Context: an optimization exercise on an open-source flow, tuned for small area. The choices shown serve that exercise and are no tape-out recipe. Only simulation tests tie the RTL to the original design; equivalence was not proved. Power figures rest on the tool's default switching activity, not on a simulated workload.

==> design/flow/design.v <==
module rgb2ycbcr(
    input clk,
    input de_in,
    input Hsync_in,
    input Vsync_in,
    input [23:0] pixel_RGB,
    output de_out,
    output Hsync_out,
    output Vsync_out,
    output [23:0] pixel_YCbCr
);
reg [26:0] s1, s2, s3, s4, s5;
wire [7:0] y, cb, cr;
always @(posedge clk) begin
    s1 <= {de_in, Hsync_in, Vsync_in, pixel_RGB};
    s2 <= s1;
    s3 <= s2;
    s4 <= s3;
    s5 <= {s4[26:24], y, cb, cr};
end
ycc_core core (.R(s4[23:16]), .G(s4[15:8]), .B(s4[7:0]), .Y(y), .Cb(cb), .Cr(cr));
assign {de_out, Hsync_out, Vsync_out, pixel_YCbCr} = s5;
endmodule
module ycc_core(input [7:0] R, input [7:0] G, input [7:0] B, output [7:0] Y, output [7:0] Cb, output [7:0] Cr);
wire [7:0] nR, nG, nB;
wire w1, w2, w3, w4, w5, w6, w7, w8, w9, w10, w11, w12, w13, w14, w15, w16, w17, w18, w19, w20, w21, w22, w23, w24, w25, w26, w27, w28, w29, w30, w31, w32, w33, w34, w35, w36, w37, w38, w39, w40, w41, w42, w43, w44, w45, w46, w47, w48, w49, w50, w51, w52, w53, w54, w55, w56, w57, w58, w59, w60, w61, w62, w63, w64, w65, w67, w68, w69, w70, w71, w72, w73, w74, w75, w76, w77, w78, w79, w80, w81, w83, w84, w85, w86, w87, w88, w89, w90, w91, w92, w93, w94, w95, w96, w97, w98, w99, w100, w101, w102, w103, w104, w105, w106, w107, w108, w109, w110, w111, w112, w113, w114, w115, w116, w117, w118, w119, w120, w121, w123, w125, w127, w129, w131, w132, w133, w135, w136, w137, w138, w139, w140, w141, w142, w143, w144, w145, w146, w147, w148, w149, w150, w151, w152, w153, w154, w155, w156, w157, w158, w159, w160, w161, w162, w163, w164, w165, w166, w167, w168, w169, w170, w171, w172, w173, w174, w175, w176, w177, w178, w179, w180, w181, w182, w183, w184, w186, w187, w188, w189, w190, w191, w192, w193, w194, w195, w196, w197, w198, w199, w200, w201, w202, w203, w204, w205, w206, w207, w208, w209, w210, w211, w212, w213, w214, w215, w216, w217, w218, w219, w220, w221, w222, w223, w224, w225, w226, w227, w228, w229, w230, w231, w232, w234, w236, w238, w240, w242, w244, w245, w246, w248, w249, w250, w251, w252, w253, w254, w255, w256, w257, w258, w259, w260, w261, w262, w263, w264, w265, w266, w267, w268, w269, w270, w271, w272, w273, w274, w275, w276, w277, w278, w279, w280, w281, w282, w283, w284, w285, w286, w287, w288, w289, w290, w291, w292, w293, w294, w295, w296, w297, w298, w300, w301, w302, w303, w304, w305, w306, w307, w308, w309, w310, w312, w313, w314, w315, w316, w317, w318, w319, w320, w321, w322, w323, w324, w325, w326, w327, w328, w329, w330, w331, w332, w333, w334, w335, w336, w337, w338, w339, w340, w342, w344, w346, w348, w350, w351, w352;
c_inv8 ir (.a(R), .y(nR));
c_inv8 ig (.a(G), .y(nG));
c_inv8 ib (.a(B), .y(nB));
c_fa u2 (.a(R[0]), .b(R[1]), .c(R[2]), .s(w1), .co(w2));
c_fa u4 (.a(R[2]), .b(R[3]), .c(R[6]), .s(w3), .co(w4));
c_fa u6 (.a(R[0]), .b(R[3]), .c(R[4]), .s(w5), .co(w6));
c_fa u8 (.a(R[1]), .b(R[4]), .c(R[5]), .s(w7), .co(w8));
c_ha u10 (.a(R[7]), .b(w4), .s(w9), .co(w10));
c_ha u12 (.a(w6), .b(w7), .s(w11), .co(w12));
c_maj3 u13 (.a(R[4]), .b(R[7]), .c(R[1]), .y(w13));
c_maj3 u14 (.a(R[5]), .b(w1), .c(w13), .y(w14));
c_maj3 u15 (.a(w2), .b(w3), .c(w14), .y(w15));
c_maj3 u16 (.a(w9), .b(w5), .c(w15), .y(w16));
c_maj3 u17 (.a(w10), .b(w11), .c(w16), .y(w17));
c_ha u19 (.a(G[0]), .b(G[6]), .s(w18), .co(w19));
c_xnor2 u20 (.a(G[7]), .b(nG[2]), .y(w20));
c_or2 u21 (.a(G[7]), .b(nG[2]), .y(w21));
c_fa u23 (.a(G[1]), .b(nG[3]), .c(nG[5]), .s(w22), .co(w23));
c_fa u25 (.a(G[0]), .b(G[2]), .c(nG[4]), .s(w24), .co(w25));
c_ha u27 (.a(nG[4]), .b(w19), .s(w26), .co(w27));
c_ha u29 (.a(w21), .b(w22), .s(w28), .co(w29));
c_fa u31 (.a(nG[6]), .b(w23), .c(w24), .s(w30), .co(w31));
c_and2 u32 (.a(G[5]), .b(nG[2]), .y(w32));
c_or2 u33 (.a(nG[3]), .b(w32), .y(w33));
c_maj3 u34 (.a(nG[1]), .b(w18), .c(w33), .y(w34));
c_maj3 u35 (.a(w26), .b(w20), .c(w34), .y(w35));
c_maj3 u36 (.a(w27), .b(w28), .c(w35), .y(w36));
c_maj3 u37 (.a(w29), .b(w30), .c(w36), .y(w37));
c_xnor2 u38 (.a(B[4]), .b(nB[2]), .y(w38));
c_or2 u39 (.a(B[4]), .b(nB[2]), .y(w39));
c_fa u41 (.a(B[0]), .b(B[5]), .c(B[7]), .s(w40), .co(w41));
c_fa u43 (.a(B[1]), .b(B[6]), .c(nB[4]), .s(w42), .co(w43));
c_fa u45 (.a(B[2]), .b(B[7]), .c(nB[5]), .s(w44), .co(w45));
c_or2 u46 (.a(nB[1]), .b(B[2]), .y(w46));
c_maj3 u47 (.a(B[6]), .b(nB[7]), .c(w46), .y(w47));
c_maj3 u48 (.a(w38), .b(nB[3]), .c(w47), .y(w48));
c_maj3 u49 (.a(w39), .b(w40), .c(w48), .y(w49));
c_maj3 u50 (.a(w41), .b(w42), .c(w49), .y(w50));
c_maj3 u51 (.a(w43), .b(w44), .c(w50), .y(w51));
c_fa u53 (.a(R[2]), .b(R[5]), .c(R[6]), .s(w52), .co(w53));
c_fa u55 (.a(G[1]), .b(G[3]), .c(B[3]), .s(w54), .co(w55));
c_fa u57 (.a(nG[5]), .b(nG[7]), .c(nB[6]), .s(w56), .co(w57));
c_fa u59 (.a(w8), .b(w52), .c(w54), .s(w58), .co(w59));
c_fa u61 (.a(w25), .b(w45), .c(w56), .s(w60), .co(w61));
c_fa u63 (.a(w12), .b(w58), .c(w31), .s(w62), .co(w63));
c_fa u65 (.a(w60), .b(w62), .c(w37), .s(w64), .co(w65));
c_fa u67 (.a(w17), .b(w51), .c(w64), .s(Y[0]), .co(w67));
c_xnor2 u68 (.a(R[3]), .b(R[6]), .y(w68));
c_or2 u69 (.a(R[3]), .b(R[6]), .y(w69));
c_fa u71 (.a(R[7]), .b(G[2]), .c(G[4]), .s(w70), .co(w71));
c_fa u73 (.a(B[4]), .b(nG[6]), .c(nB[7]), .s(w72), .co(w73));
c_fa u75 (.a(w68), .b(w53), .c(w55), .s(w74), .co(w75));
c_fa u77 (.a(w70), .b(w57), .c(w72), .s(w76), .co(w77));
c_fa u79 (.a(w59), .b(w74), .c(w61), .s(w78), .co(w79));
c_fa u81 (.a(w76), .b(w63), .c(w78), .s(w80), .co(w81));
c_fa u83 (.a(w80), .b(w65), .c(w67), .s(Y[1]), .co(w83));
c_fa u85 (.a(R[4]), .b(R[7]), .c(G[3]), .s(w84), .co(w85));
c_fa u87 (.a(G[5]), .b(B[5]), .c(nG[7]), .s(w86), .co(w87));
c_fa u89 (.a(w69), .b(w71), .c(w84), .s(w88), .co(w89));
c_fa u91 (.a(w73), .b(w86), .c(w75), .s(w90), .co(w91));
c_fa u93 (.a(w88), .b(w77), .c(w90), .s(w92), .co(w93));
c_fa u95 (.a(w79), .b(w92), .c(w81), .s(w94), .co(w95));
c_fa u97 (.a(R[5]), .b(G[4]), .c(G[6]), .s(w96), .co(w97));
c_fa u99 (.a(B[6]), .b(w85), .c(w96), .s(w98), .co(w99));
c_fa u101 (.a(w87), .b(w89), .c(w98), .s(w100), .co(w101));
c_fa u103 (.a(w91), .b(w100), .c(w93), .s(w102), .co(w103));
c_xnor2 u104 (.a(R[6]), .b(G[5]), .y(w104));
c_or2 u105 (.a(R[6]), .b(G[5]), .y(w105));
c_fa u107 (.a(G[7]), .b(B[7]), .c(w104), .s(w106), .co(w107));
c_fa u109 (.a(w97), .b(w106), .c(w99), .s(w108), .co(w109));
c_fa u111 (.a(w108), .b(w101), .c(w103), .s(w110), .co(w111));
c_xnor2 u112 (.a(R[7]), .b(G[6]), .y(w112));
c_or2 u113 (.a(R[7]), .b(G[6]), .y(w113));
c_fa u115 (.a(w105), .b(w112), .c(w107), .s(w114), .co(w115));
c_fa u117 (.a(w114), .b(w109), .c(w111), .s(w116), .co(w117));
c_xnor2 u118 (.a(G[7]), .b(w113), .y(w118));
c_or2 u119 (.a(G[7]), .b(w113), .y(w119));
c_fa u121 (.a(w118), .b(w115), .c(w117), .s(w120), .co(w121));
c_ha u123 (.a(w94), .b(w83), .s(Y[2]), .co(w123));
c_fa u125 (.a(w102), .b(w95), .c(w123), .s(Y[3]), .co(w125));
c_ha u127 (.a(w110), .b(w125), .s(Y[4]), .co(w127));
c_ha u129 (.a(w116), .b(w127), .s(Y[5]), .co(w129));
c_ha u131 (.a(w120), .b(w129), .s(Y[6]), .co(w131));
c_xor2 u132 (.a(w119), .b(w121), .y(w132));
c_inv u133 (.a(w132), .y(w133));
c_xor2 u134 (.a(w133), .b(w131), .y(Y[7]));
c_xnor2 u135 (.a(R[2]), .b(R[4]), .y(w135));
c_or2 u136 (.a(R[2]), .b(R[4]), .y(w136));
c_fa u138 (.a(R[1]), .b(R[3]), .c(R[5]), .s(w137), .co(w138));
c_fa u140 (.a(R[6]), .b(R[7]), .c(nR[0]), .s(w139), .co(w140));
c_fa u142 (.a(R[3]), .b(R[5]), .c(nR[1]), .s(w141), .co(w142));
c_ha u144 (.a(w135), .b(w138), .s(w143), .co(w144));
c_fa u146 (.a(w136), .b(w140), .c(w141), .s(w145), .co(w146));
c_and2 u147 (.a(R[0]), .b(R[2]), .y(w147));
c_maj3 u148 (.a(R[1]), .b(R[3]), .c(w147), .y(w148));
c_maj3 u149 (.a(R[2]), .b(R[4]), .c(w148), .y(w149));
c_maj3 u150 (.a(R[7]), .b(w137), .c(w149), .y(w150));
c_maj3 u151 (.a(w143), .b(w139), .c(w150), .y(w151));
c_maj3 u152 (.a(w144), .b(w145), .c(w151), .y(w152));
c_xnor2 u153 (.a(G[4]), .b(nG[1]), .y(w153));
c_or2 u154 (.a(G[4]), .b(nG[1]), .y(w154));
c_ha u156 (.a(G[4]), .b(nG[0]), .s(w155), .co(w156));
c_fa u158 (.a(G[4]), .b(nG[1]), .c(nG[3]), .s(w157), .co(w158));
c_xnor2 u159 (.a(nG[0]), .b(nG[2]), .y(w159));
c_or2 u160 (.a(nG[0]), .b(nG[2]), .y(w160));
c_fa u162 (.a(nG[3]), .b(nG[5]), .c(nG[7]), .s(w161), .co(w162));
c_ha u164 (.a(nG[5]), .b(w156), .s(w163), .co(w164));
c_fa u166 (.a(nG[6]), .b(w159), .c(w158), .s(w165), .co(w166));
c_fa u168 (.a(w160), .b(w153), .c(w161), .s(w167), .co(w168));
c_or2 u169 (.a(G[6]), .b(G[5]), .y(w169));
c_and2 u170 (.a(G[7]), .b(w169), .y(w170));
c_maj3 u171 (.a(nG[2]), .b(w155), .c(w170), .y(w171));
c_maj3 u172 (.a(w163), .b(w157), .c(w171), .y(w172));
c_maj3 u173 (.a(w164), .b(w165), .c(w172), .y(w173));
c_maj3 u174 (.a(w166), .b(w167), .c(w173), .y(w174));
c_fa u176 (.a(R[4]), .b(R[6]), .c(B[1]), .s(w175), .co(w176));
c_fa u178 (.a(nR[2]), .b(nG[2]), .c(nG[6]), .s(w177), .co(w178));
c_fa u180 (.a(w154), .b(w175), .c(w142), .s(w179), .co(w180));
c_fa u182 (.a(w162), .b(w177), .c(w146), .s(w181), .co(w182));
c_fa u184 (.a(w168), .b(w179), .c(w181), .s(w183), .co(w184));
c_fa u186 (.a(w174), .b(w152), .c(w183), .s(Cb[0]), .co(w186));
c_fa u188 (.a(R[5]), .b(R[7]), .c(G[4]), .s(w187), .co(w188));
c_fa u190 (.a(B[2]), .b(nR[3]), .c(nG[3]), .s(w189), .co(w190));
c_fa u192 (.a(nG[5]), .b(nG[7]), .c(w176), .s(w191), .co(w192));
c_fa u194 (.a(w187), .b(w178), .c(w189), .s(w193), .co(w194));
c_fa u196 (.a(w191), .b(w180), .c(w193), .s(w195), .co(w196));
c_fa u198 (.a(w182), .b(w195), .c(w184), .s(w197), .co(w198));
c_fa u200 (.a(R[6]), .b(B[3]), .c(nR[4]), .s(w199), .co(w200));
c_fa u202 (.a(nG[6]), .b(w188), .c(w190), .s(w201), .co(w202));
c_fa u204 (.a(w199), .b(w192), .c(w194), .s(w203), .co(w204));
c_fa u206 (.a(w201), .b(w203), .c(w196), .s(w205), .co(w206));
c_xnor2 u207 (.a(R[7]), .b(B[4]), .y(w207));
c_or2 u208 (.a(R[7]), .b(B[4]), .y(w208));
c_fa u210 (.a(nR[5]), .b(nG[4]), .c(nG[5]), .s(w209), .co(w210));
c_fa u212 (.a(nG[7]), .b(w207), .c(w200), .s(w211), .co(w212));
c_fa u214 (.a(w209), .b(w202), .c(w211), .s(w213), .co(w214));
c_fa u216 (.a(w204), .b(w213), .c(w206), .s(w215), .co(w216));
c_fa u218 (.a(B[5]), .b(nR[6]), .c(nG[6]), .s(w217), .co(w218));
c_fa u220 (.a(w208), .b(w210), .c(w217), .s(w219), .co(w220));
c_fa u222 (.a(w212), .b(w219), .c(w214), .s(w221), .co(w222));
c_xnor2 u223 (.a(B[6]), .b(nR[7]), .y(w223));
c_or2 u224 (.a(B[6]), .b(nR[7]), .y(w224));
c_fa u226 (.a(nG[7]), .b(w223), .c(w218), .s(w225), .co(w226));
c_fa u228 (.a(w220), .b(w225), .c(w222), .s(w227), .co(w228));
c_xnor2 u229 (.a(B[7]), .b(w224), .y(w229));
c_or2 u230 (.a(B[7]), .b(w224), .y(w230));
c_fa u232 (.a(w229), .b(w226), .c(w228), .s(w231), .co(w232));
c_ha u234 (.a(w186), .b(w197), .s(Cb[1]), .co(w234));
c_fa u236 (.a(w205), .b(w198), .c(w234), .s(Cb[2]), .co(w236));
c_ha u238 (.a(w215), .b(w236), .s(Cb[3]), .co(w238));
c_fa u240 (.a(w221), .b(w216), .c(w238), .s(Cb[4]), .co(w240));
c_ha u242 (.a(w227), .b(w240), .s(Cb[5]), .co(w242));
c_ha u244 (.a(w231), .b(w242), .s(Cb[6]), .co(w244));
c_xor2 u245 (.a(w230), .b(w232), .y(w245));
c_inv u246 (.a(w245), .y(w246));
c_xor2 u247 (.a(w246), .b(w244), .y(Cb[7]));
c_fa u249 (.a(G[0]), .b(G[1]), .c(G[3]), .s(w248), .co(w249));
c_xnor2 u250 (.a(G[2]), .b(G[4]), .y(w250));
c_or2 u251 (.a(G[2]), .b(G[4]), .y(w251));
c_fa u253 (.a(G[3]), .b(G[5]), .c(G[7]), .s(w252), .co(w253));
c_ha u255 (.a(G[2]), .b(G[4]), .s(w254), .co(w255));
c_fa u257 (.a(G[5]), .b(nG[7]), .c(w248), .s(w256), .co(w257));
c_fa u259 (.a(G[6]), .b(w250), .c(w249), .s(w258), .co(w259));
c_fa u261 (.a(nG[0]), .b(w251), .c(w252), .s(w260), .co(w261));
c_and2 u262 (.a(nG[5]), .b(nG[6]), .y(w262));
c_or2 u263 (.a(G[7]), .b(w262), .y(w263));
c_maj3 u264 (.a(G[3]), .b(nG[0]), .c(w263), .y(w264));
c_or2 u265 (.a(w254), .b(w264), .y(w265));
c_maj3 u266 (.a(w255), .b(w256), .c(w265), .y(w266));
c_maj3 u267 (.a(w257), .b(w258), .c(w266), .y(w267));
c_maj3 u268 (.a(w259), .b(w260), .c(w267), .y(w268));
c_xnor2 u269 (.a(B[7]), .b(nB[1]), .y(w269));
c_or2 u270 (.a(B[7]), .b(nB[1]), .y(w270));
c_ha u272 (.a(nB[0]), .b(nB[2]), .s(w271), .co(w272));
c_fa u274 (.a(nB[3]), .b(nB[5]), .c(w269), .s(w273), .co(w274));
c_fa u276 (.a(nB[2]), .b(nB[4]), .c(nB[6]), .s(w275), .co(w276));
c_fa u278 (.a(nB[3]), .b(nB[5]), .c(nB[7]), .s(w277), .co(w278));
c_ha u280 (.a(w270), .b(w275), .s(w279), .co(w280));
c_ha u282 (.a(w276), .b(w277), .s(w281), .co(w282));
c_maj3 u283 (.a(B[4]), .b(nB[7]), .c(nB[2]), .y(w283));
c_and2 u284 (.a(nB[3]), .b(w283), .y(w284));
c_maj3 u285 (.a(nB[4]), .b(w271), .c(w284), .y(w285));
c_maj3 u286 (.a(w272), .b(w273), .c(w285), .y(w286));
c_maj3 u287 (.a(w279), .b(w274), .c(w286), .y(w287));
c_maj3 u288 (.a(w280), .b(w281), .c(w287), .y(w288));
c_xnor2 u289 (.a(G[4]), .b(G[6]), .y(w289));
c_or2 u290 (.a(G[4]), .b(G[6]), .y(w290));
c_fa u292 (.a(R[1]), .b(nG[1]), .c(nB[4]), .s(w291), .co(w292));
c_fa u294 (.a(nB[6]), .b(w289), .c(w253), .s(w293), .co(w294));
c_fa u296 (.a(w278), .b(w291), .c(w282), .s(w295), .co(w296));
c_fa u298 (.a(w261), .b(w293), .c(w295), .s(w297), .co(w298));
c_fa u300 (.a(w297), .b(w288), .c(w268), .s(Cr[0]), .co(w300));
c_xnor2 u301 (.a(G[5]), .b(G[7]), .y(w301));
c_or2 u302 (.a(G[5]), .b(G[7]), .y(w302));
c_fa u304 (.a(R[2]), .b(nG[2]), .c(nB[5]), .s(w303), .co(w304));
c_fa u306 (.a(nB[7]), .b(w290), .c(w301), .s(w305), .co(w306));
c_fa u308 (.a(w292), .b(w303), .c(w305), .s(w307), .co(w308));
c_fa u310 (.a(w294), .b(w296), .c(w307), .s(w309), .co(w310));
c_fa u312 (.a(w298), .b(w309), .c(w300), .s(Cr[1]), .co(w312));
c_fa u314 (.a(G[6]), .b(R[3]), .c(nG[3]), .s(w313), .co(w314));
c_fa u316 (.a(nB[6]), .b(w302), .c(w304), .s(w315), .co(w316));
c_fa u318 (.a(w313), .b(w306), .c(w315), .s(w317), .co(w318));
c_fa u320 (.a(w308), .b(w317), .c(w310), .s(w319), .co(w320));
c_xnor2 u321 (.a(G[7]), .b(R[4]), .y(w321));
c_or2 u322 (.a(G[7]), .b(R[4]), .y(w322));
c_fa u324 (.a(nG[4]), .b(nB[7]), .c(w321), .s(w323), .co(w324));
c_fa u326 (.a(w314), .b(w323), .c(w316), .s(w325), .co(w326));
c_fa u328 (.a(w318), .b(w325), .c(w320), .s(w327), .co(w328));
c_fa u330 (.a(R[5]), .b(nG[5]), .c(w322), .s(w329), .co(w330));
c_fa u332 (.a(w324), .b(w329), .c(w326), .s(w331), .co(w332));
c_xnor2 u333 (.a(R[6]), .b(nG[6]), .y(w333));
c_or2 u334 (.a(R[6]), .b(nG[6]), .y(w334));
c_fa u336 (.a(w333), .b(w330), .c(w332), .s(w335), .co(w336));
c_xnor2 u337 (.a(R[7]), .b(nG[7]), .y(w337));
c_or2 u338 (.a(R[7]), .b(nG[7]), .y(w338));
c_fa u340 (.a(w334), .b(w337), .c(w336), .s(w339), .co(w340));
c_ha u342 (.a(w319), .b(w312), .s(Cr[2]), .co(w342));
c_ha u344 (.a(w327), .b(w342), .s(Cr[3]), .co(w344));
c_fa u346 (.a(w331), .b(w328), .c(w344), .s(Cr[4]), .co(w346));
c_ha u348 (.a(w335), .b(w346), .s(Cr[5]), .co(w348));
c_ha u350 (.a(w339), .b(w348), .s(Cr[6]), .co(w350));
c_xor2 u351 (.a(w338), .b(w340), .y(w351));
c_inv u352 (.a(w351), .y(w352));
c_xor2 u353 (.a(w352), .b(w350), .y(Cr[7]));
endmodule
module c_inv8(input [7:0] a, output [7:0] y);
assign y = ~a;
endmodule
module c_and2(input a, input b, output y);
assign y = a & b;
endmodule
module c_fa(input a, input b, input c, output s, output co);
assign s = a ^ b ^ c;
assign co = (a & b) | (a & c) | (b & c);
endmodule
module c_ha(input a, input b, output s, output co);
assign s = a ^ b;
assign co = a & b;
endmodule
module c_inv(input a, output y);
assign y = ~a;
endmodule
module c_maj3(input a, input b, input c, output y);
assign y = (a & b) | (a & c) | (b & c);
endmodule
module c_or2(input a, input b, output y);
assign y = a | b;
endmodule
module c_xnor2(input a, input b, output y);
assign y = ~(a ^ b);
endmodule
module c_xor2(input a, input b, output y);
assign y = a ^ b;
endmodule
==> design/flow/flow/run.sh <==
#!/bin/bash
# Layout flow: the standard flow (standard.sh) with smaller port buffers and a
# clock tree without dummy loads. Each step's full log stays in orfs/logs/; make's
# own output goes to flow_make.log in the work folder.
set -euo pipefail
export BUFFER_PORTS_ARGS="-buffer_cell sky130_fd_sc_hd__buf_1"
export CTS_ARGS='-sink_clustering_enable -repair_clock_nets -dont_use_dummy_load -root_buf sky130_fd_sc_hd__clkbuf_8 -buf_list {sky130_fd_sc_hd__clkbuf_4 sky130_fd_sc_hd__clkbuf_8} -sink_clustering_size 25 -sink_clustering_max_diameter 60'
bash standard.sh finish > flow_make.log 2>&1
==> design/flow/standard.sh <==
#!/bin/bash
# synth_recipe.tcl (not shown) runs the flow's synth.tcl, then flattens the netlist and writes it again
# the make line also repeats each setting of config.mk as NAME=value (left out here)
make -C /OpenROAD-flow-scripts/flow DESIGN_CONFIG=/design/flow/config.mk WORK_HOME=/design/flow/orfs CLKGATE_MAP_FILE= SYNTH_SCRIPT=/design/flow/synth_recipe.tcl "${@:-finish}"
==> design/flow/config.mk <==
export PLATFORM = sky130hd
export DESIGN_NAME = rgb2ycbcr
export DESIGN_NICKNAME = rgb2ycbcr
export VERILOG_FILES = /design/flow/design.v
export SDC_FILE = /design/flow/constraint.sdc
export NUM_CORES = 4
export LEC_CHECK = 0
export CAP_MARGIN = 20
export CORE_MARGIN = 2
export CORE_UTILIZATION = 40
export SLEW_MARGIN = 20
export SYNTH_HIERARCHICAL = 1
export SYNTH_MINIMUM_KEEP_SIZE = 0
==> design/flow/constraint.sdc <==
create_clock -name core_clock -period 6.0 [get_ports {clk}]
set_input_delay 1.2000 -clock core_clock [delete_from_list [all_inputs] [get_ports {clk}]]
set_output_delay 1.2000 -clock core_clock [all_outputs]
set_load 0.01 [all_outputs]
==> out/metrics.csv, run 1 <==
metric;value;unit
die_area;16100;um2
viasPerCell;4.44;
antennaDiodeCount;0;
rows;44;
final_cells;636;
slew_headroom;45.0;%
power.total;2.57;mW
dp.cells;619;
hold_path.class;reg -> reg;
finalWirelength;9910;um
postCtsHoldBufs;0;
cts_buffers;17;
whs;0.310;ns
vias;2821;
ir_drop;240;uV
layout_common_cells;dfxtp_1 (135), fa_1 (108), buf_1 (54), maj3_2 (32), inv_1 (27);
cp_top_family;adder cells;
netlist_area;6030;um2
drtIter0Drc;115;
ys_warn_count;7;
cp.arrival;5.40;ns
start_util;41.2;%
worstMarginPinSlew;0.824;ns
synth_top_cells_by_area;dfxtp_1 (45%), fa_1 (36%), maj3_2 (6.0%);
grtUsageTotal;14.0;%
drc;0;
fin_skew;0.0279;ns
powerDensity;384;nW/um2
core;14600;um2
synth-seq-area-share;44.8;%
min_period_over_period;85.1;%
grt_max_degree;17;
grt_pass1_wl;16900;um
drive_above_1_share;11.1;%
synth_cells;380;
status;finished clean;
worst_slack;0.891;ns
hold_viol_final;0;
place_ws;0.848;ns
min_period;5.11;ns
postLayoutCoreUtil;45.8;%
setup_viol;0;
synth_top_area_share;44.8;%
busiest_layer;met2;
rsz0062_at_grt;no;
layout_commonest_cell;dfxtp_1;
path_clk_slew;0.07;ns
final-max-slew-violation-count;0;
hpwl;7920;um
port_buffers;54;
cp_slowest_stage_delay;0.53;ns
globalRouteMet2Util;23.5;%
rrSetupSlack;0.89;ns
final_antenna_net_count;0;
ios;55;
ys_ff_latch;135;
gp_congestion;0.833;
cts_setup_buffers;0;
first_global_vias;3339;
cp-end-kind;register;
crit_required;6.29;ns
rr_startpoint;s4[10];
synth_top_area_cell;dfxtp_1;
cts_tree;yes;
htree_levels;4;
startpoint_type;register;
final_nets;614;
critPathMaxFanout;8;
grt_antenna_before_repair;0;
min_from;s1[8];
crit_chain;inv_1 -> and2_1 -> or2_1 -> maj3_2 -> maj3_2 -> maj3_2 -> maj3_2 -> fa_1 -> fa_1 -> fa_1 -> ha_1 -> fa_1 -> ha_1 -> ha_1 -> ha_1 -> xor2_1;
grt.met3_usage;4.43;%
avgSynthCellArea;15.9;um2
worst-path-buf-inv;1;
syn_to_final_growth;11.2;%
cts_root_buf;clkbuf_8;
die_h;127;um
clock.fmax;196;MHz
p_leak;2.68;nW
cts_buffer_depth;2;
stdcell_area;6700;um2
maxCapViolCount;0;
crit_path_top_delay_cell;dfxtp_1;
tns;0;ns
syn_nets;540;
post_dp_cell_area;6470;um2
grt.met1_usage;17.4;%
startpoint;s4[10];
die_x;127;um
first_pass_iters;4;
ctsResizeCount;0;
wl_per_cell;15.6;um
cts_sinks;135;
insertion_delay;0.43;ns
ys_types;9;
critPathKind;reg -> reg;
overflow;0;
## worst paths after layout
check                               to  cells after the start
worst max-delay path            s5[23]                     16
worst min-delay path             s2[8]                      0
worst max register to register  s5[23]                     16
worst min register to register   s2[8]                      0
## per-module statistics from Yosys, one instance, submodules excluded, a selection
module   copies in the design  flip-flops and latches
c_inv                       3                       0
c_and2                      5                       0
c_xor2                      6                       0
c_xnor2                    19                       0
c_inv8                      3                       0
c_ha                       24                       0
c_or2                      24                       0
c_fa                      108                       0
## final cells by class
cell class	count	area, um2
flip-flops and latches	135	2700
repair buffers	55	210
fillers	1323	7940
well taps	184	230
inverters	27	101
multi-input cells	218	3220
clock buffers	17	234
## kinds of logic (layout without fill, tap and decap cells)
logic type,after synthesis,count (layout),share of synthesized area (%)
xor gates and xnor gates,25,25,3.63
and+or+nand+nor,29,29,3.01
DFF,135,135,44.8
buffers and inverters,27,99,1.68
adders and majority gates,164,164,46.8
## where the power goes
group	switching [mW]	leakage, nW	internal, mW
combinational	0.501	1.42	0.450
clock	0.264	0.122	0.248
sequential	0.0601	1.14	1.05
total	0.825	2.68	1.75
## cells in the mapped netlist (all sizes together)
| master | instances |
|---|---|
| fa | 108 |
| or2 | 24 |
| and2 | 5 |
| xor2 | 6 |
| inv | 27 |
| xnor2 | 19 |
| ha | 24 |
| maj3 | 32 |
| dfxtp | 135 |
## flip-flops by register name, summed over array words and instances, names as in the netlist
name and count:
s3 27, s1 27, s2 27, s5 27, s4 27
## per-layer routing
layer  part of all wire (%)  vias to the layer above
li1                       -                     1315
met5                      0                        -
met1                     44                     1445
met3                    3.3                       10
met4                    1.0                        0
met2                     52                       51
==> run 2, diff against run 1 <==
--- a/design/flow/config.mk
+++ b/design/flow/config.mk
@@ -8,6 +8,7 @@
 export CAP_MARGIN = 20
 export CORE_MARGIN = 2
 export CORE_UTILIZATION = 40
+export GPL_TIMING_DRIVEN = 0
 export SLEW_MARGIN = 20
 export SYNTH_HIERARCHICAL = 1
 export SYNTH_MINIMUM_KEEP_SIZE = 0
==> run 2 against run 1 <==
- wire length fell by 4.6%
- die area did not move
- register-to-register slack got worse by 0.22 ns
- final cell count fell by 0.16%
- sequential share of layout area barely moved
- utilization fell by 0.051 points
- highest routed layer unchanged
==> out/metrics.csv, run 2 <==
metric;value;unit
ys_warn_count;7;
hpwl;7490;um
syn_to_final_growth;11.1;%
slew_headroom;47.3;%
layout_common_cells;dfxtp_1 (135), fa_1 (108), buf_1 (54), maj3_2 (32), inv_1 (27);
grt_pass1_wl;16300;um
hold_viol_final;0;
cp-end-kind;register;
wl_per_cell;14.9;um
critPathMaxFanout;10;
fillerInstances;1344;
rows;44;
die_h;127;um
crit_required;6.30;ns
layout_commonest_cell;dfxtp_1;
synth_top_area_cell;dfxtp_1;
core;14600;um2
ys_ff_latch;135;
switching_power;827;uW
htree_levels;4;
cp.arrival;5.63;ns
critPathKind;reg -> reg;
overflow;0;
die_area;16100;um2
final_nets;613;
grt_antenna_before_repair;0;
drc;0;
avgSynthCellArea;15.9;um2
clockPowerShare;19.7;%
startpoint_type;register;
async_flop_share;0;%
maxCapViolCount;0;
drive_above_1_share;10.9;%
ir_drop;320;uV
pwr-share-comb;37.4;%
synth_cells;380;
cts_buffer_depth;2;
rsz0062_at_grt;no;
die_x;127;um
fin_skew;0.0358;ns
postCtsHoldBufs;0;
worstMarginPinSlew;0.789;ns
post_dp_cell_area;6460;um2
cts_sinks;135;
gp_congestion;0.804;
clock.fmax;188;MHz
synth_most_common_cell;dfxtp_1;
vias;2796;
drtIter0Drc;112;
cts_root_buf;clkbuf_8;
start_util;41.2;%
cts_setup_buffers;0;
synth_top_cells_by_area;dfxtp_1 (45%), fa_1 (36%), maj3_2 (6.0%);
min_period_over_period;88.8;%
p_seq_share;42.9;%
grt_max_degree;17;
whs;0.309;ns
cts_tree;yes;
powerDensity;385;nW/um2
p_int;1.75;mW
synth-seq-area-share;44.8;%
first_pass_iters;4;
first_global_vias;3247;
hold_path.class;reg -> reg;
path_clk_slew;0.08;ns
finalWirelength;9460;um
synth_top_area_share;44.8;%
p_leak;2.67;nW
status;finished clean;
syn_nets;540;
antennaDiodeCount;0;
stdcell_area;6690;um2
synthFlopType;dfxtp_1;
final_antenna_net_count;0;
setup_viol;0;
ctsResizeCount;0;
grtUsageTotal;13.7;%
ios;55;
yosys-top-cells-count;dfxtp_1 (135), fa_1 (108), maj3_2 (32);
min_period;5.33;ns
final-max-slew-violation-count;0;
port_buffers;54;
cts_buffers;17;
viasPerCell;4.40;
synth_enable_flop_cells;0;
insertion_delay;0.42;ns
ys_types;9;
netlist_area;6030;um2
tns;0;ns
p_sw_share;32.0;%
==> run 2: worst paths after layout <==
kind,from,end,slack [ns],cells after the start
worst max-delay path,s4[14],s5[7],0.67,16
worst min-delay path,s3[21],s4[21],0.31,0
worst max register to register,s4[14],s5[7],0.67,16
worst min register to register,s3[21],s4[21],0.31,0
==> run 2: layer usage <==
metal | GRT usage [%] | up-vias | share of wire [%]
li1 | - | 1313 | -
met1 | 17.3 | 1427 | 45
met2 | 22.6 | 48 | 50
met3 | 3.92 | 8 | 3.1
met4 | 4.85 | 0 | 1.4
met5 | 0 | - | 0
==> run 2: power groups by stage <==
stage	logic [mW]	registers [mW]	clock network, mW
floorplan	0.589	1.16	0
global placement	0.968	1.12	0
detailed placement	0.992	1.13	0
CTS	1.01	1.11	0.537
global route	1.13	1.12	0.577
finish	0.966	1.11	0.508
==> run 2: cells by family (layout without fill, tap and decap cells) <==
logic type	after synthesis	count (layout)	share of synthesized area [%]
AND/OR/NAND/NOR	29	29	3.01
XOR/XNOR	25	25	3.63
flip-flops	135	135	44.8
adder cells (fa/ha/maj)	164	164	46.8
buffers and inverters	27	98	1.68
==> run 2: layout make-up <==
class / instances / area, um2 / share of cell area [%]
Clock buffer: 17 / 234 / 3.50
Sequential cell: 135 / 2700 / 40.4
Timing Repair Buffer: 54 / 203 / 3.03
Inverter: 27 / 101 / 1.51
Tap cell: 184 / 230 / 3.44
Multi-Input combinational cell: 218 / 3220 / 48.1
==> run 2: per-module statistics from Yosys, one instance, submodules excluded, excerpt <==
| module | cell area, um2 | copies in the design | cells | flip-flops and latches |
|---|---|---|---|---|
| c_maj3 | 11.3 | 32 | 1 | 0 |
| c_xnor2 | 8.76 | 19 | 1 | 0 |
| c_inv8 | 30.0 | 3 | 8 | 0 |
| c_ha | 12.5 | 24 | 1 | 0 |
| c_fa | 20.0 | 108 | 1 | 0 |
| c_or2 | 6.26 | 24 | 1 | 0 |
| c_inv | 3.75 | 3 | 1 | 0 |
| c_and2 | 6.26 | 5 | 1 | 0 |
| c_xor2 | 8.76 | 6 | 1 | 0 |
| rgb2ycbcr | 2700 | 1 | 135 | 135 |
==> run 2: critical path, stage by stage, from the launching register on <==
cell and delay (ns):
dfxtp_1 0.68, inv_1 0.42, and2_1 0.26, or2_1 0.23, maj3_2 0.29, or2_1 0.23
maj3_2 0.31, maj3_2 0.31, maj3_2 0.32, fa_1 0.40, fa_1 0.39, ha_1 0.20
ha_1 0.22, fa_1 0.38, ha_1 0.20, ha_1 0.19, xor2_1 0.17
==> run 2: metrics by stage <==
stage | total power [mW] | cells | util (%) | setup WS [ns]
6_report | 2.58 | 635 | 45.7 | 0.671
5_1_grt | 2.83 | 635 | 45.7 | 0.362
3_3_place_gp | 2.09 | 618 | 44.1 | 0.729
4_1_cts | 2.65 | 635 | 45.7 | 0.584
3_5_place_dp | 2.12 | 618 | 44.1 | 0.625
2_1_floorplan | 1.75 | 380 | - | 1.24

-- what the ideal ports hide --
Ports are ideal in the flow. The routed layouts listed here were re-timed in OpenROAD.
Step 1 assumes that a clkbuf_16 drives the clock port and a buf_2 every other input.
Step 2 times the ports against the registers' clock, not the clock port: input delays grow and output delays shrink by t, the midpoint of the rising clock arrivals with the driver on.
Three values: ideal ports, drivers, drivers and shift; two values: the first two.
run	shift t [ns]	slack for setup (ns)	slew at the worst register clock pin (ns)	worst slew at a driven data input, ns	pins driven straight from the clock port
run 1	0.453	0.891 / 0.891 / 0.891	0.08 / 0.08	0.03	1
run 2	0.441	0.671 / 0.671 / 0.671	0.08 / 0.08	0.03	1
After both steps setup and hold are still met in every run listed.
